This is an optimization exercise on Yosys and OpenROAD, whose aim is small area, not a production implementation.
RTL that was checked went through simulation tests only; none was proved equivalent to the original.
Power is estimated from default activity; no workload was simulated.

Design Act3_RPCalculator, start of the top module:
module Act3_RPCalculator #(parameter N_debouncer = 10) (
        input  logic        clk, resetN,
        input  logic        Enter, Undo, DisplayFormat,
        input  logic [15:0] DataIn,
        output logic [3:0]  Flags,
        output logic [7:0]  CurrentState,
        output logic [6:0]  Segments,
        output logic [4:0]  Anodes
    );
==> module rpn_alu, before the edit <==
module rpn_alu (
        input  logic clk, reset, ld_a, ld_b, ld_op, ld_res, show,
        input  logic [15:0] DataIn,
        output logic [3:0] Flags,
        output logic [15:0] R,
        output logic        r_ne_in
    );
    logic [15:0] A, B;
    logic [1:0]  Op;
    always_ff @(posedge clk) begin
        if (ld_a) A  <= DataIn;
        if (ld_b) B  <= DataIn;
        if (ld_op) Op <= DataIn[1:0];
    end
    logic [15:0] bx, g, p;
    logic [16:0] c;
    logic        sub;
    assign sub  = ~Op[1] & Op[0];
    assign bx   = B ^ {16{sub}};
    assign g    = A & bx;
    assign p    = A ^ bx;
    assign c[0] = sub;
    for (genvar i = 0; i < 16; i++) begin : g_add
        assign c[i+1] = g[i] | (p[i] & c[i]);
        assign R[i]   = Op[1] ? (Op[0] ? g[i] : (p[i] | g[i])) : (p[i] ^ c[i]);
    end
    logic cN, cZ, cC, cV;
    assign cN = R[15];
    assign cZ = (R == 16'd0);
    assign cC = ~Op[1] & c[16] & (~Op[0] | (B != 16'd0));
    assign cV = ~Op[1] & (c[16] ^ c[15]);
    always_ff @(posedge clk) begin
        if (reset)       Flags <= 4'd0;
        else if (ld_res) Flags <= {cN, cZ, cC, cV};
    end
    assign r_ne_in = (R != DataIn);
endmodule
==> module rpn_conv, before the edit <==
module rpn_conv (
        input  logic clk, reset, ld_res, show, r_ne_in,
        input  logic [15:0] DataIn, R,
        output logic [15:0] disp,
        output logic [18:0] bcd,
        output logic        bcd_valid
    );
    logic [15:0] prev;
    assign disp = show ? prev : DataIn;
    always_ff @(posedge clk) begin
        if (reset)                prev <= 16'd0;
        else if (ld_res | show)   prev <= R;
        else                      prev <= DataIn;
    end
    logic u1;
    always_ff @(posedge clk) u1 <= ld_res & r_ne_in;
    logic update;
    assign update = show ? u1 : (prev != DataIn);
    logic [5:0] cnt;
    logic       t_wait, t_load;
    logic       cidle;
    assign cidle = (cnt == 6'd0);
    always_ff @(posedge clk) begin
        if (reset) begin
            t_wait <= 1'b0;
            t_load <= 1'b0;
            cnt    <= 6'd0;
        end else begin
            t_wait <= (~t_wait & update) | (t_wait & ~cidle);
            t_load <= t_wait & cidle;
            cnt    <= cnt + {5'd0, (~cidle | t_load)};
        end
    end
    logic [17:0] sh;
    logic        bit_in;
    logic [17:0] sh_a3;
    assign bit_in = cnt[5] & disp[~cnt[4:1]];
    function automatic logic [3:0] add3(input logic [3:0] d);
        add3[3] = d[3] | (d[2] & (d[1] | d[0]));
        add3[2] = (d[2] & ~d[1] & ~d[0]) | (d[3] & d[0]);
        add3[1] = (d[1] & ~d[2]) | (d[1] & d[0]) | (d[3] & ~d[0]);
        add3[0] = (~d[3] & ~d[2] & d[0]) | (d[2] & d[1] & ~d[0]) | (d[3] & ~d[0]);
    endfunction
    assign sh_a3 = {sh[17:16], add3(sh[15:12]), add3(sh[11:8]), add3(sh[7:4]), add3(sh[3:0])};
    always_ff @(posedge clk) begin
        if (cnt[5] & ~cnt[0]) sh <= sh_a3;
        else                  sh <= {sh[16:0], bit_in};
    end
    always_ff @(posedge clk) begin
        if (cnt == 6'd63) bcd <= {sh, disp[0]};
        if (reset)             bcd_valid <= 1'b0;
        else if (cnt == 6'd63) bcd_valid <= 1'b1;
    end
endmodule
==> module Act3_RPCalculator, before the edit <==
module Act3_RPCalculator #(parameter N_debouncer = 10) (
        input  logic        clk, resetN,
        input  logic        Enter, Undo, DisplayFormat,
        input  logic [15:0] DataIn,
        output logic [3:0]  Flags,
        output logic [7:0]  CurrentState,
        output logic [6:0]  Segments,
        output logic [4:0]  Anodes
    );
    logic resetN_aux, resetN_sync, reset;
    always_ff @(posedge clk) begin
        resetN_aux  <= resetN;
        resetN_sync <= resetN_aux;
    end
    assign reset = ~resetN_sync;
    logic enter_p, undo_p, fmt;
    rpn_debounce #(10) db_enter (.clk(clk), .rst(reset), .PB(Enter),
        .pressed_pulse(enter_p), .pressed_status());
    rpn_debounce #(10) db_undo  (.clk(clk), .rst(reset), .PB(Undo),
        .pressed_pulse(undo_p), .pressed_status());
    rpn_debounce #(N_debouncer) db_fmt   (.clk(clk), .rst(reset), .PB(DisplayFormat),
        .pressed_pulse(), .pressed_status(fmt));
    logic [7:0] st;
    rpn_fsm fsm (.clk(clk), .reset(reset), .enter_p(enter_p), .undo_p(undo_p), .st(st));
    assign CurrentState = st;
    logic [15:0] disp, R;
    logic        r_ne_in;
    rpn_alu alu (.clk(clk), .reset(reset), .ld_a(st[1]), .ld_b(st[3]), .ld_op(st[5]),
        .ld_res(st[6]), .show(st[7]), .DataIn(DataIn), .Flags(Flags), .R(R), .r_ne_in(r_ne_in));
    logic [18:0] bcd;
    logic        bcd_valid;
    rpn_conv conv (.clk(clk), .reset(reset), .ld_res(st[6]), .show(st[7]), .r_ne_in(r_ne_in),
        .DataIn(DataIn), .R(R), .disp(disp), .bcd(bcd), .bcd_valid(bcd_valid));
    rpn_disp dsp (.clk(clk), .reset(reset), .fmt(fmt), .disp(disp), .bcd(bcd), .bcd_valid(bcd_valid),
        .Segments(Segments), .Anodes(Anodes));
endmodule
export LEC_CHECK = 0
export ABC_AREA = 1
export CAP_MARGIN = 20
export CORE_MARGIN = 2
export CORE_UTILIZATION = 60
export SLEW_MARGIN = 20
create_clock -name core_clock -period 7.0 [get_ports {clk}]
standard.sh (not shown) runs the stock make flow with config.mk's settings and CLKGATE_MAP_FILE= SYNTH_SCRIPT=/design/flow/synth_recipe.tcl, a recipe that flattens the netlist after the stock synthesis.
==> flow/flow/run.sh <==
#!/bin/bash
# Own layout flow: the standard flow, with the combinational logic of the
# standard synthesis re-mapped by an area-oriented ABC script (no adder cells,
# no buffers on pass-through wires),
# and the smallest buffer on the ports. Registers (names, count, cell types)
# are those of the standard synthesis; the flow checks this before using the
# re-mapped netlist and falls back to the standard netlist otherwise.
set -euo pipefail
W=$(pwd)
R=$W/orfs/results/$FLOW_PLATFORM/Act3_RPCalculator/base

# 1. the standard synthesis (the reference for register names)
bash standard.sh synth > $W/std_synth.log 2>&1
cp $R/1_2_yosys.v $W/std_1_2_yosys.v

# 2. the same synthesis script with another ABC script and no adder mapping
rm -rf $W/own_scripts $W/own
cp -r $FLOW_HOME/scripts $W/own_scripts
cp $W/flow/abc_area.script $W/own_scripts/abc_area.script
make -C $FLOW_HOME DESIGN_CONFIG=$W/config.mk WORK_HOME=$W/own CLKGATE_MAP_FILE= \
    SYNTH_SCRIPT=$W/synth_recipe.tcl SCRIPTS_DIR=$W/own_scripts ABC_AREA=1 ADDER_MAP_FILE= SYNTH_INSBUF=0 \
    synth > $W/own_synth.log 2>&1 || true
OWN=$W/own/results/$FLOW_PLATFORM/Act3_RPCalculator/base/1_2_yosys.v

# 3. use it only if it has exactly the standard synthesis's registers
if [[ -f $OWN ]] && python3 $W/flow/check_regs.py $W/std_1_2_yosys.v $OWN > $W/check_regs.log 2>&1; then
    cp $OWN $R/1_2_yosys.v
    echo "using the re-mapped netlist" >> $W/check_regs.log
else
    echo "using the standard netlist" >> $W/check_regs.log
fi
rm -f $R/1_synth.odb $R/1_synth.sdc

# 4. the rest of the standard flow
# clock tree and port buffer settings
source $W/flow/knobs.sh
bash standard.sh "BUFFER_PORTS_ARGS=-buffer_cell $PORT_BUF" "CTS_ARGS=$CTS" $EXTRA finish > $W/std_layout.log 2>&1
Other scripts of this flow, unchanged in this note and not shown: flow/flow/abc_area.script, flow/flow/check_regs.py, flow/flow/knobs.sh
Rerun with:
--- a/flow/design.v
+++ b/flow/design.v
@@ -65,14 +65,13 @@
     assign st = {s == SR, s == LR, s == LO, s == WO, s == LB, s == WB, s == LA, s == WA};
 endmodule
 module rpn_alu (
         input  logic clk, reset, ld_a, ld_b, ld_op, ld_res, show,
         input  logic [15:0] DataIn,
         output logic [3:0] Flags,
-        output logic [15:0] R,
-        output logic        r_ne_in
+        output logic [15:0] R
     );
     logic [15:0] A, B;
     logic [1:0]  Op;
     always_ff @(posedge clk) begin
         if (ld_a) A  <= DataIn;
         if (ld_b) B  <= DataIn;
@@ -96,32 +95,28 @@
     assign cC = ~Op[1] & c[16] & (~Op[0] | (B != 16'd0));
     assign cV = ~Op[1] & (c[16] ^ c[15]);
     always_ff @(posedge clk) begin
         if (reset)       Flags <= 4'd0;
         else if (ld_res) Flags <= {cN, cZ, cC, cV};
     end
-    assign r_ne_in = (R != DataIn);
 endmodule
 module rpn_conv (
-        input  logic clk, reset, ld_res, show, r_ne_in,
+        input  logic clk, reset, show,
         input  logic [15:0] DataIn, R,
         output logic [15:0] disp,
         output logic [18:0] bcd,
         output logic        bcd_valid
     );
+    assign disp = show ? R : DataIn;
     logic [15:0] prev;
-    assign disp = show ? prev : DataIn;
-    always_ff @(posedge clk) begin
-        if (reset)                prev <= 16'd0;
-        else if (ld_res | show)   prev <= R;
-        else                      prev <= DataIn;
-    end
-    logic u1;
-    always_ff @(posedge clk) u1 <= ld_res & r_ne_in;
+    always_ff @(posedge clk) begin
+        if (reset) prev <= 16'd0;
+        else       prev <= disp;
+    end
     logic update;
-    assign update = show ? u1 : (prev != DataIn);
+    assign update = (prev != disp);
     logic [5:0] cnt;
     logic       t_wait, t_load;
     logic       cidle;
     assign cidle = (cnt == 6'd0);
     always_ff @(posedge clk) begin
         if (reset) begin
@@ -240,16 +235,15 @@
     rpn_debounce #(N_debouncer) db_fmt   (.clk(clk), .rst(reset), .PB(DisplayFormat),
         .pressed_pulse(), .pressed_status(fmt));
     logic [7:0] st;
     rpn_fsm fsm (.clk(clk), .reset(reset), .enter_p(enter_p), .undo_p(undo_p), .st(st));
     assign CurrentState = st;
     logic [15:0] disp, R;
-    logic        r_ne_in;
     rpn_alu alu (.clk(clk), .reset(reset), .ld_a(st[1]), .ld_b(st[3]), .ld_op(st[5]),
-        .ld_res(st[6]), .show(st[7]), .DataIn(DataIn), .Flags(Flags), .R(R), .r_ne_in(r_ne_in));
+        .ld_res(st[6]), .show(st[7]), .DataIn(DataIn), .Flags(Flags), .R(R));
     logic [18:0] bcd;
     logic        bcd_valid;
-    rpn_conv conv (.clk(clk), .reset(reset), .ld_res(st[6]), .show(st[7]), .r_ne_in(r_ne_in),
+    rpn_conv conv (.clk(clk), .reset(reset), .show(st[7]),
         .DataIn(DataIn), .R(R), .disp(disp), .bcd(bcd), .bcd_valid(bcd_valid));
     rpn_disp dsp (.clk(clk), .reset(reset), .fmt(fmt), .disp(disp), .bcd(bcd), .bcd_valid(bcd_valid),
         .Segments(Segments), .Anodes(Anodes));
 endmodule
After rerunning: The new run completed, yet does not pass: negative setup slack. Power increases by about 1.4%. Die area fell by 3.9%. Clock power drops by about 3%. Register-to-register slack degrades by 0.18 ns. Flip-flop and latch count fell by 1. Via count went down by about 0.8%. Clock skew is lower by 0.0053 ns. Synthesized cell count decreases by about 4.4%. Cell count is higher by about 0.55%.
Function not checked in the second run of this note: the RTL went through the layout flow alone.

==> afterwards: timing with drivers on the ports <==
The flow's constraints put no driver on any port. The routed layouts listed below were extracted and timed again, unchanged, in two steps. Step 1 sets driving cells, clkbuf_16 on the clock port and buf_2 on the other inputs (assumed; they add their load-dependent delay and slew). Step 2 times the ports against the registers' clock, not the clock port: input delays grow and output delays shrink by t, the midpoint of the rising clock arrivals with the driver on. a / b / c = ideal ports / drivers / drivers and shift; a / b = the first two.
| run | shift t [ns] | setup slack, ns | worst hold slack (ns) | clock arrival spread, ns | worst slew at a driven data input, ns |
|---|---|---|---|---|---|
| the first run | 0.453 | 0.797 / 0.772 / 0.797 | 0.338 / 0.338 / 0.338 | 0.050 / 0.050 | 0.04 |
| the second run | 0.433 | -0.637 / -0.672 / -0.239 | 0.344 / 0.344 / 0.344 | 0.043 / 0.042 | 0.04 |
